Context: an optimization exercise on an open-source flow, tuned for small area. The choices shown serve that exercise and are no tape-out recipe. At most, simulation tests tie the RTL to the original design; equivalence was not proved. Power and IR drop assume default switching activity.

==> pepper <==
==> flow/design.v <==
module stopwatch00(input btn,
             input clk,
             input rst,
             input save,
             input outres,
             output led,
             output reg ledr,
             output reg ledg,
             output reg ledb,
             output [8:0] leds,
             output [11:0] ledsindicates,
             output [7:0] cs,
             output [7:0] ds,
             output [7:0] s,
             output [7:0] ss,
             output [7:0] m,
             output [7:0] mm);
function [6:0] seg;	 
  input [3:0] d;
  case (d)
    4'd0: seg = 7'b1000000;
    4'd1: seg = 7'b1111001;
    4'd2: seg = 7'b0100100;
    4'd3: seg = 7'b0110000;
    4'd4: seg = 7'b0011001;
    4'd5: seg = 7'b0010010;
    4'd6: seg = 7'b0000010;
    4'd7: seg = 7'b1111000;
    4'd8: seg = 7'b0000000;
    default: seg = 7'b0010000;
  endcase
endfunction
reg btn_f, save_f, run;
reg [1:0] ticks;
reg [3:0] c0, c1, s0, m0, m1;	 
reg [2:0] s1;
reg [3:0] index;	 
reg [3:0] sel;		 
reg [10:0] showindex;	 
reg [3:0] ledind;	 
reg down;		 
reg ledon;		 
reg pend;		 
reg [22:0] results [0:9];
reg [22:0] disp;
always @*
  case (sel)
    4'd0: disp = results[0];
    4'd1: disp = results[1];
    4'd2: disp = results[2];
    4'd3: disp = results[3];
    4'd4: disp = results[4];
    4'd5: disp = results[5];
    4'd6: disp = results[6];
    4'd7: disp = results[7];
    4'd8: disp = results[8];
    4'd9: disp = results[9];
    default: disp = {m1, m0, s1, s0, c1, c0};
  endcase
assign cs = {1'b1, seg(disp[3:0])};
assign ds = {1'b1, seg(disp[7:4])};
assign s  = {1'b0, seg(disp[11:8])};
assign ss = {1'b1, seg({1'b0, disp[14:12]})};
assign m  = {1'b0, seg(disp[18:15])};
assign mm = {1'b1, seg(disp[22:19])};
assign led = c1 == 4'd0 && c0 < 4'd5;
assign leds = 9'd0;
assign ledsindicates = ledon ? (12'd1 << ledind) : 12'd0;
wire tick = run && ticks == 2'd3;
wire c0w = c0 == 4'd9;
wire c1w = c1 == 4'd9;
wire s0w = s0 == 4'd9;
wire s1w = s1 == 3'd5;
wire m0w = m0 == 4'd9;
wire m1w = m1 == 4'd9;
wire ledstep = tick && ((c0w && c1w) || c0 + c1 == 4'd8 || (c0w && c1 == 4'd8));
wire [3:0] nextind = down ? ledind - 4'd1 : ledind + 4'd1;
wire btn_press = !btn && !btn_f;
wire run_n = btn_press ? !run : run;
wire save_press = !save && !save_f;
wire clear = save_press && !outres && !run_n;
wire store = save_press && !outres && run_n && index < 4'd10;
wire show = save_press && outres && !run_n && index != 4'd0;
wire [3:0] sel_inc = (sel + 4'd1 == index) ? 4'd0 : sel + 4'd1;
wire [3:0] rd = (showindex == 11'd0) ? 4'd0 : sel_inc;
always @(posedge clk)
  if (rst) begin
    btn_f <= 1'b0;
    save_f <= 1'b0;
    run <= 1'b0;
    ticks <= 2'd0;
    c0 <= 4'd0;
    c1 <= 4'd0;
    s0 <= 4'd0;
    s1 <= 3'd0;
    m0 <= 4'd0;
    m1 <= 4'd0;
    index <= 4'd0;
    sel <= 4'd15;
    showindex <= 11'd0;
    ledind <= 4'd1;
    down <= 1'b1;
    ledon <= 1'b0;
    pend <= 1'b0;
    ledr <= 1'b0;
    ledg <= 1'b0;
    ledb <= 1'b0;
  end else begin
    if (!run) begin
      ledr <= !outres;
      ledg <= 1'b0;
      ledb <= outres;
    end else if (tick) begin
      ledr <= 1'b0;
      ledg <= 1'b1;
      ledb <= 1'b0;
    end
    if (run)
      ticks <= ticks + 2'd1;
    if (tick) begin
      c0 <= c0w ? 4'd0 : c0 + 4'd1;
      if (c0w) c1 <= c1w ? 4'd0 : c1 + 4'd1;
      if (c0w && c1w) s0 <= s0w ? 4'd0 : s0 + 4'd1;
      if (c0w && c1w && s0w) s1 <= s1w ? 3'd0 : s1 + 3'd1;
      if (c0w && c1w && s0w && s1w) m0 <= m0w ? 4'd0 : m0 + 4'd1;
      if (c0w && c1w && s0w && s1w && m0w) m1 <= m1w ? 4'd0 : m1 + 4'd1;
    end
    if (ledstep) begin
      ledon <= 1'b1;
      ledind <= nextind;
      if (nextind == 4'd11)
        down <= 1'b1;
      else if (nextind == 4'd0)
        down <= 1'b0;
    end
    if (btn_press)
      btn_f <= 1'b1;
    else if (btn && btn_f)
      btn_f <= 1'b0;
    if (save_press)
      save_f <= 1'b1;
    else if (save && save_f)
      save_f <= 1'b0;
    run <= run_n;
    if (run)
      sel <= 4'd15;
    if (btn_press && !run)
      showindex <= 11'd0;
    pend <= store;
    if (pend) begin
      results[index] <= disp;
      index <= index + 4'd1;
    end
    if (clear) begin
      c0 <= 4'd0;
      c1 <= 4'd0;
      s0 <= 4'd0;
      s1 <= 3'd0;
      m0 <= 4'd0;
      m1 <= 4'd0;
      index <= 4'd0;
      sel <= 4'd15;
      showindex <= 11'd0;
      ledon <= 1'b0;
    end
    if (show) begin
      sel <= rd;
      showindex <= showindex + 11'd1;
    end
  end
endmodule
==> flow/run.sh <==
#!/bin/bash
# synth_recipe.tcl (not shown) runs the flow's synth.tcl, then flattens the netlist and writes it again
# the make line also repeats each setting of config.mk as NAME=value (left out here)
make -C /OpenROAD-flow-scripts/flow DESIGN_CONFIG=/design/flow/config.mk WORK_HOME=/design/flow/orfs CLKGATE_MAP_FILE= SYNTH_SCRIPT=/design/flow/synth_recipe.tcl finish
==> flow/config.mk <==
export PLATFORM = sky130hd
export DESIGN_NAME = stopwatch00
export DESIGN_NICKNAME = stopwatch00
export VERILOG_FILES = /design/flow/design.v
export SDC_FILE = /design/flow/constraint.sdc
export NUM_CORES = 4
export LEC_CHECK = 0
export CAP_MARGIN = 20
export CORE_MARGIN = 2
export CORE_UTILIZATION = 40
export CTS_BUF_LIST = sky130_fd_sc_hd__clkbuf_4
export CTS_CLUSTER_SIZE = 30
export SLEW_MARGIN = 20
==> flow/constraint.sdc <==
create_clock -name core_clock -period 30.0 [get_ports {clk}]
set_input_delay 6.0000 -clock core_clock [delete_from_list [all_inputs] [get_ports {clk}]]
set_output_delay 6.0000 -clock core_clock [all_outputs]
set_load 0.01 [all_outputs]
==> juniper: changes against pepper <==
==> flow/design.v, changed modules only <==
module stopwatch00(input btn,
             input clk,
             input rst,
             input save,
             input outres,
             output led,
             output reg ledr,
             output reg ledg,
             output reg ledb,
             output [8:0] leds,
             output [11:0] ledsindicates,
             output [7:0] cs,
             output [7:0] ds,
             output [7:0] s,
             output [7:0] ss,
             output [7:0] m,
             output [7:0] mm);
function [6:0] seg;	 
  input [3:0] d;
  case (d)
    4'd0: seg = 7'b1000000;
    4'd1: seg = 7'b1111001;
    4'd2: seg = 7'b0100100;
    4'd3: seg = 7'b0110000;
    4'd4: seg = 7'b0011001;
    4'd5: seg = 7'b0010010;
    4'd6: seg = 7'b0000010;
    4'd7: seg = 7'b1111000;
    4'd8: seg = 7'b0000000;
    default: seg = 7'b0010000;
  endcase
endfunction
function [4:0] enc5;
  input [2:0] a;
  input [2:0] c;
  if (a[2] && c[2]) enc5 = 5'b10100;
  else if (a[2]) enc5 = {3'b110, c[1:0]};
  else if (c[2]) enc5 = {3'b100, a[1:0]};
  else enc5 = {1'b0, a[1:0], c[1:0]};
endfunction
function [5:0] dec5;	 
  input [4:0] j;
  if (!j[4]) dec5 = {1'b0, j[3:2], 1'b0, j[1:0]};
  else if (j[3]) dec5 = {3'b100, 1'b0, j[1:0]};
  else if (j[2]) dec5 = 6'b100100;
  else dec5 = {1'b0, j[1:0], 3'b100};
endfunction
function [3:0] enc3;
  input [1:0] a;
  input [2:0] c;
  enc3 = c[2] ? {2'b11, a} : {a, c[1:0]};
endfunction
function [4:0] dec3;	 
  input [3:0] j;
  dec3 = (j[3:2] == 2'b11) ? {j[1:0], 3'b100} : {j[3:2], 1'b0, j[1:0]};
endfunction
function [7:0] digits7;
  input [6:0] f;
  reg [5:0] ac;
  begin
    ac = dec5(f[6:2]);
    digits7 = {ac[5:3], f[1], ac[2:0], f[0]};
  end
endfunction
function [6:0] field7;
  input [3:0] t;
  input [3:0] u;
  field7 = {enc5(t[3:1], u[3:1]), t[0], u[0]};
endfunction
function [7:0] digits6;
  input [5:0] f;
  reg [4:0] ac;
  begin
    ac = dec3(f[5:2]);
    digits6 = {1'b0, ac[4:3], f[1], ac[2:0], f[0]};
  end
endfunction
function [5:0] field6;
  input [3:0] t;
  input [3:0] u;
  field6 = {enc3(t[2:1], u[3:1]), t[0], u[0]};
endfunction
reg btn_f, save_f, run;
reg [1:0] ticks;
reg [6:0] fc, fm;	 
reg [5:0] fs;		 
wire [7:0] cdig = digits7(fc);
wire [7:0] sdig = digits6(fs);
wire [7:0] mdig = digits7(fm);
wire [3:0] c0 = cdig[3:0], c1 = cdig[7:4], s0 = sdig[3:0], m0 = mdig[3:0], m1 = mdig[7:4];
wire [2:0] s1 = sdig[6:4];
reg [3:0] index;	 
reg [3:0] sel;		 
reg [10:0] showindex;	 
reg [3:0] ledind;	 
reg down;		 
reg ledon;		 
reg pend;		 
reg [19:0] results [0:9];
reg [19:0] disp;
always @*
  case (sel)
    4'd0: disp = results[0];
    4'd1: disp = results[1];
    4'd2: disp = results[2];
    4'd3: disp = results[3];
    4'd4: disp = results[4];
    4'd5: disp = results[5];
    4'd6: disp = results[6];
    4'd7: disp = results[7];
    4'd8: disp = results[8];
    4'd9: disp = results[9];
    default: disp = {fm, fs, fc};
  endcase
wire [7:0] dc = digits7(disp[6:0]);
wire [7:0] dsd = digits6(disp[12:7]);
wire [7:0] dm = digits7(disp[19:13]);
assign cs = {1'b1, seg(dc[3:0])};
assign ds = {1'b1, seg(dc[7:4])};
assign s  = {1'b0, seg(dsd[3:0])};
assign ss = {1'b1, seg(dsd[7:4])};
assign m  = {1'b0, seg(dm[3:0])};
assign mm = {1'b1, seg(dm[7:4])};
assign led = c1 == 4'd0 && c0 < 4'd5;
assign leds = 9'd0;
assign ledsindicates = ledon ? (12'd1 << ledind) : 12'd0;
wire tick = run && ticks == 2'd3;
wire c0w = c0 == 4'd9;
wire c1w = c1 == 4'd9;
wire s0w = s0 == 4'd9;
wire s1w = s1 == 3'd5;
wire m0w = m0 == 4'd9;
wire m1w = m1 == 4'd9;
wire ledstep = tick && ((c0w && c1w) || c0 + c1 == 4'd8 || (c0w && c1 == 4'd8));
wire [3:0] nextind = down ? ledind - 4'd1 : ledind + 4'd1;
wire btn_press = !btn && !btn_f;
wire run_n = btn_press ? !run : run;
wire save_press = !save && !save_f;
wire clear = save_press && !outres && !run_n;
wire store = save_press && !outres && run_n && index < 4'd10;
wire show = save_press && outres && !run_n && index != 4'd0;
wire [3:0] sel_inc = (sel + 4'd1 == index) ? 4'd0 : sel + 4'd1;
wire [3:0] rd = (showindex == 11'd0) ? 4'd0 : sel_inc;
always @(posedge clk)
  if (rst) begin
    btn_f <= 1'b0;
    save_f <= 1'b0;
    run <= 1'b0;
    ticks <= 2'd0;
    fc <= 7'd0;
    fs <= 6'd0;
    fm <= 7'd0;
    index <= 4'd0;
    sel <= 4'd15;
    showindex <= 11'd0;
    ledind <= 4'd1;
    down <= 1'b1;
    ledon <= 1'b0;
    pend <= 1'b0;
    ledr <= 1'b0;
    ledg <= 1'b0;
    ledb <= 1'b0;
  end else begin
    if (!run) begin
      ledr <= !outres;
      ledg <= 1'b0;
      ledb <= outres;
    end else if (tick) begin
      ledr <= 1'b0;
      ledg <= 1'b1;
      ledb <= 1'b0;
    end
    if (run)
      ticks <= ticks + 2'd1;
    if (tick) begin
      fc <= field7(c0w ? (c1w ? 4'd0 : c1 + 4'd1) : c1, c0w ? 4'd0 : c0 + 4'd1);
      if (c0w && c1w)
        fs <= field6(s0w ? (s1w ? 4'd0 : s1 + 4'd1) : s1, s0w ? 4'd0 : s0 + 4'd1);
      if (c0w && c1w && s0w && s1w)
        fm <= field7(m0w ? (m1w ? 4'd0 : m1 + 4'd1) : m1, m0w ? 4'd0 : m0 + 4'd1);
    end
    if (ledstep) begin
      ledon <= 1'b1;
      ledind <= nextind;
      if (nextind == 4'd11)
        down <= 1'b1;
      else if (nextind == 4'd0)
        down <= 1'b0;
    end
    if (btn_press)
      btn_f <= 1'b1;
    else if (btn && btn_f)
      btn_f <= 1'b0;
    if (save_press)
      save_f <= 1'b1;
    else if (save && save_f)
      save_f <= 1'b0;
    run <= run_n;
    if (run)
      sel <= 4'd15;
    if (btn_press && !run)
      showindex <= 11'd0;
    pend <= store;
    if (pend) begin
      results[index] <= disp;
      index <= index + 4'd1;
    end
    if (clear) begin
      fc <= 7'd0;
      fs <= 6'd0;
      fm <= 7'd0;
      index <= 4'd0;
      sel <= 4'd15;
      showindex <= 11'd0;
      ledon <= 1'b0;
    end
    if (show) begin
      sel <= rd;
      showindex <= showindex + 11'd1;
    end
  end
endmodule
==> flow/flow/run.sh (new file) <==
#!/bin/bash
# The standard layout (bash standard.sh), with three settings passed to ORFS:
# ports buffered with the smallest buffer, and a clock tree of large clusters
# without dummy loads.
set -euo pipefail
export BUFFER_PORTS_ARGS="-buffer_cell sky130_fd_sc_hd__buf_1"
export CTS_ARGS="-sink_clustering_enable -repair_clock_nets -dont_use_dummy_load -buf_list sky130_fd_sc_hd__clkbuf_16 -sink_clustering_size 24 -sink_clustering_max_diameter 100"
bash standard.sh > standard.log 2>&1
==> flow/standard.sh (new file) <==
#!/bin/bash
# synth_recipe.tcl (not shown) runs the flow's synth.tcl, then flattens the netlist and writes it again
# the make line also repeats each setting of config.mk as NAME=value (left out here)
make -C /OpenROAD-flow-scripts/flow DESIGN_CONFIG=/design/flow/config.mk WORK_HOME=/design/flow/orfs CLKGATE_MAP_FILE= SYNTH_SCRIPT=/design/flow/synth_recipe.tcl "${@:-finish}"
CTS_BUF_LIST = not set   (was sky130_fd_sc_hd__clkbuf_4)
CTS_CLUSTER_SIZE = not set   (was 30)
removed: flow/run.sh
==> xenon: changes against pepper <==
==> flow/design.v, changed modules only <==
module stopwatch00(input btn,
             input clk,
             input rst,
             input save,
             input outres,
             output led,
             output reg ledr,
             output reg ledg,
             output reg ledb,
             output [8:0] leds,
             output [11:0] ledsindicates,
             output [7:0] cs,
             output [7:0] ds,
             output [7:0] s,
             output [7:0] ss,
             output [7:0] m,
             output [7:0] mm);
function [6:0] seg;	 
  input [3:0] d;
  case (d)
    4'd0: seg = 7'b1000000;
    4'd1: seg = 7'b1111001;
    4'd2: seg = 7'b0100100;
    4'd3: seg = 7'b0110000;
    4'd4: seg = 7'b0011001;
    4'd5: seg = 7'b0010010;
    4'd6: seg = 7'b0000010;
    4'd7: seg = 7'b1111000;
    4'd8: seg = 7'b0000000;
    default: seg = 7'b0010000;
  endcase
endfunction
function [4:0] enc5;
  input [2:0] a;
  input [2:0] c;
  if (a[2] && c[2]) enc5 = 5'b10100;
  else if (a[2]) enc5 = {3'b110, c[1:0]};
  else if (c[2]) enc5 = {3'b100, a[1:0]};
  else enc5 = {1'b0, a[1:0], c[1:0]};
endfunction
function [5:0] dec5;	 
  input [4:0] j;
  if (!j[4]) dec5 = {1'b0, j[3:2], 1'b0, j[1:0]};
  else if (j[3]) dec5 = {3'b100, 1'b0, j[1:0]};
  else if (j[2]) dec5 = 6'b100100;
  else dec5 = {1'b0, j[1:0], 3'b100};
endfunction
function [3:0] enc3;
  input [1:0] a;
  input [2:0] c;
  enc3 = c[2] ? {2'b11, a} : {a, c[1:0]};
endfunction
function [4:0] dec3;	 
  input [3:0] j;
  dec3 = (j[3:2] == 2'b11) ? {j[1:0], 3'b100} : {j[3:2], 1'b0, j[1:0]};
endfunction
function [7:0] digits7;
  input [6:0] f;
  reg [5:0] ac;
  begin
    ac = dec5(f[6:2]);
    digits7 = {ac[5:3], f[1], ac[2:0], f[0]};
  end
endfunction
function [6:0] field7;
  input [3:0] t;
  input [3:0] u;
  field7 = {enc5(t[3:1], u[3:1]), t[0], u[0]};
endfunction
function [7:0] digits6;
  input [5:0] f;
  reg [4:0] ac;
  begin
    ac = dec3(f[5:2]);
    digits6 = {1'b0, ac[4:3], f[1], ac[2:0], f[0]};
  end
endfunction
function [5:0] field6;
  input [3:0] t;
  input [3:0] u;
  field6 = {enc3(t[2:1], u[3:1]), t[0], u[0]};
endfunction
reg btn_f, save_f, run;
reg [1:0] ticks;
reg [6:0] fc, fm;	 
reg [5:0] fs;		 
wire [7:0] cdig = digits7(fc);
wire [7:0] sdig = digits6(fs);
wire [7:0] mdig = digits7(fm);
wire [3:0] c0 = cdig[3:0], c1 = cdig[7:4], s0 = sdig[3:0], m0 = mdig[3:0], m1 = mdig[7:4];
wire [2:0] s1 = sdig[6:4];
reg [3:0] index;	 
reg [3:0] sel;		 
reg [10:0] showindex;	 
reg [3:0] ledind;	 
reg down;		 
reg ledon;		 
reg pend;		 
reg [19:0] results [0:9];
reg [19:0] disp;
always @*
  case (sel)
    4'd0: disp = results[0];
    4'd1: disp = results[1];
    4'd2: disp = results[2];
    4'd3: disp = results[3];
    4'd4: disp = results[4];
    4'd5: disp = results[5];
    4'd6: disp = results[6];
    4'd7: disp = results[7];
    4'd8: disp = results[8];
    4'd9: disp = results[9];
    default: disp = {fm, fs, fc};
  endcase
wire [7:0] dc = digits7(disp[6:0]);
wire [7:0] dsd = digits6(disp[12:7]);
wire [7:0] dm = digits7(disp[19:13]);
assign cs = {1'b1, seg(dc[3:0])};
assign ds = {1'b1, seg(dc[7:4])};
assign s  = {1'b0, seg(dsd[3:0])};
assign ss = {1'b1, seg(dsd[7:4])};
assign m  = {1'b0, seg(dm[3:0])};
assign mm = {1'b1, seg(dm[7:4])};
assign led = c1 == 4'd0 && c0 < 4'd5;
assign leds = 9'd0;
assign ledsindicates = ledon ? (12'd1 << ledind) : 12'd0;
wire tick = run && ticks == 2'd3;
wire c0w = c0 == 4'd9;
wire c1w = c1 == 4'd9;
wire s0w = s0 == 4'd9;
wire s1w = s1 == 3'd5;
wire m0w = m0 == 4'd9;
wire m1w = m1 == 4'd9;
wire ledstep = tick && ((c0w && c1w) || c0 + c1 == 4'd8 || (c0w && c1 == 4'd8));
wire [3:0] nextind = down ? ledind - 4'd1 : ledind + 4'd1;
wire btn_press = !btn && !btn_f;
wire run_n = btn_press ? !run : run;
wire save_press = !save && !save_f;
wire clear = save_press && !outres && !run_n;
wire store = save_press && !outres && run_n && index < 4'd10;
wire show = save_press && outres && !run_n && index != 4'd0;
wire [3:0] sel_inc = (sel + 4'd1 == index) ? 4'd0 : sel + 4'd1;
wire [3:0] rd = (showindex == 11'd0) ? 4'd0 : sel_inc;
always @(posedge clk)
  if (rst) begin
    btn_f <= 1'b0;
    save_f <= 1'b0;
    run <= 1'b0;
    ticks <= 2'd0;
    fc <= 7'd0;
    fs <= 6'd0;
    fm <= 7'd0;
    index <= 4'd0;
    sel <= 4'd15;
    showindex <= 11'd0;
    ledind <= 4'd1;
    down <= 1'b1;
    ledon <= 1'b0;
    pend <= 1'b0;
    ledr <= 1'b0;
    ledg <= 1'b0;
    ledb <= 1'b0;
  end else begin
    if (!run) begin
      ledr <= !outres;
      ledg <= 1'b0;
      ledb <= outres;
    end else if (tick) begin
      ledr <= 1'b0;
      ledg <= 1'b1;
      ledb <= 1'b0;
    end
    if (run)
      ticks <= ticks + 2'd1;
    if (tick) begin
      fc <= field7(c0w ? (c1w ? 4'd0 : c1 + 4'd1) : c1, c0w ? 4'd0 : c0 + 4'd1);
      if (c0w && c1w)
        fs <= field6(s0w ? (s1w ? 4'd0 : s1 + 4'd1) : s1, s0w ? 4'd0 : s0 + 4'd1);
      if (c0w && c1w && s0w && s1w)
        fm <= field7(m0w ? (m1w ? 4'd0 : m1 + 4'd1) : m1, m0w ? 4'd0 : m0 + 4'd1);
    end
    if (ledstep) begin
      ledon <= 1'b1;
      ledind <= nextind;
      if (nextind == 4'd11)
        down <= 1'b1;
      else if (nextind == 4'd0)
        down <= 1'b0;
    end
    if (btn_press)
      btn_f <= 1'b1;
    else if (btn && btn_f)
      btn_f <= 1'b0;
    if (save_press)
      save_f <= 1'b1;
    else if (save && save_f)
      save_f <= 1'b0;
    run <= run_n;
    if (run)
      sel <= 4'd15;
    if (btn_press && !run)
      showindex <= 11'd0;
    pend <= store;
    if (pend) begin
      results[index] <= disp;
      index <= index + 4'd1;
    end
    if (clear) begin
      fc <= 7'd0;
      fs <= 6'd0;
      fm <= 7'd0;
      index <= 4'd0;
      sel <= 4'd15;
      showindex <= 11'd0;
      ledon <= 1'b0;
    end
    if (show) begin
      sel <= rd;
      showindex <= showindex + 11'd1;
    end
  end
endmodule
CTS_BUF_LIST = not set   (was sky130_fd_sc_hd__clkbuf_4)
CTS_CLUSTER_SIZE = not set   (was 30)
==> impl_metrics.tcl <==
set metrics [dict create \
    status "no timing/DRC/antenna violations" \
    seq_area_share_pct 50.4 \
    grt_pass1_vias 8029 \
    slew_headroom_pct 26.7 \
    register_area_um2 7090 \
    power.leakage_nw 5.09 \
]
Source of the figures above: xenon

==> impl_metrics.tcl <==
set metrics [dict create \
    status "no timing/DRC/antenna violations" \
    grt_pass1_vias 9081 \
    seq_area_share_pct 53.0 \
    crit_end "cs[5]" \
    pwr-share-seq_pct 55.4 \
    largest_reg_flops 230 \
    worst-r2r-cell-count 7 \
    taps 448 \
    register_area_um2 8050 \
]
Source of the figures above: pepper

==> impl_metrics.tcl <==
set metrics [dict create \
    dp_slack_ns 19.70 \
    power.leakage_nw 4.72 \
    drive_above_1_share_pct 6.75 \
    grt_pass1_vias 7903 \
    status "no timing/DRC/antenna violations" \
    seq_area_share_pct 53.6 \
    htreeDepth 1 \
    register_area_um2 7090 \
    slew_headroom_pct 35.0 \
]
Source of the figures above: juniper

The RTL of pepper was laid out without a check of its function.

port drivers added, routing unchanged:
Ports are ideal in the flow. The routed layouts listed here were re-timed in OpenROAD.
Step 1 (the two cells are an assumption about what drives the block):
set clk [get_ports {clk}]
set_driving_cell -lib_cell sky130_fd_sc_hd__clkbuf_16 $clk
set_driving_cell -lib_cell sky130_fd_sc_hd__buf_2 [delete_from_list [all_inputs] $clk]
Step 2 adds t to the input delays and takes it off the output delays; t is the mean of the earliest and latest rising clock arrival at the registers after step 1. Input paths then give back, and output paths get back, about the clock's delay inside the block.
Three values: ideal, step 1, step 2; two values: the first two.
run | t (ns) | slack for setup (ns) | hold WS [ns] | worst setup path at the end | worst register clock-pin slew, ns
pepper | 0.718 | 19.090 / 19.044 / 19.762 | 0.488 / 0.488 / 0.488 | register to output | 0.08 / 0.08
juniper | 0.530 | 19.258 / 19.206 / 19.736 | 0.495 / 0.495 / 0.495 | register to output | 0.10 / 0.10
xenon | 0.593 | 18.689 / 18.639 / 19.232 | 0.485 / 0.485 / 0.485 | register to output | 0.06 / 0.06
After both steps every run listed still meets setup and hold.
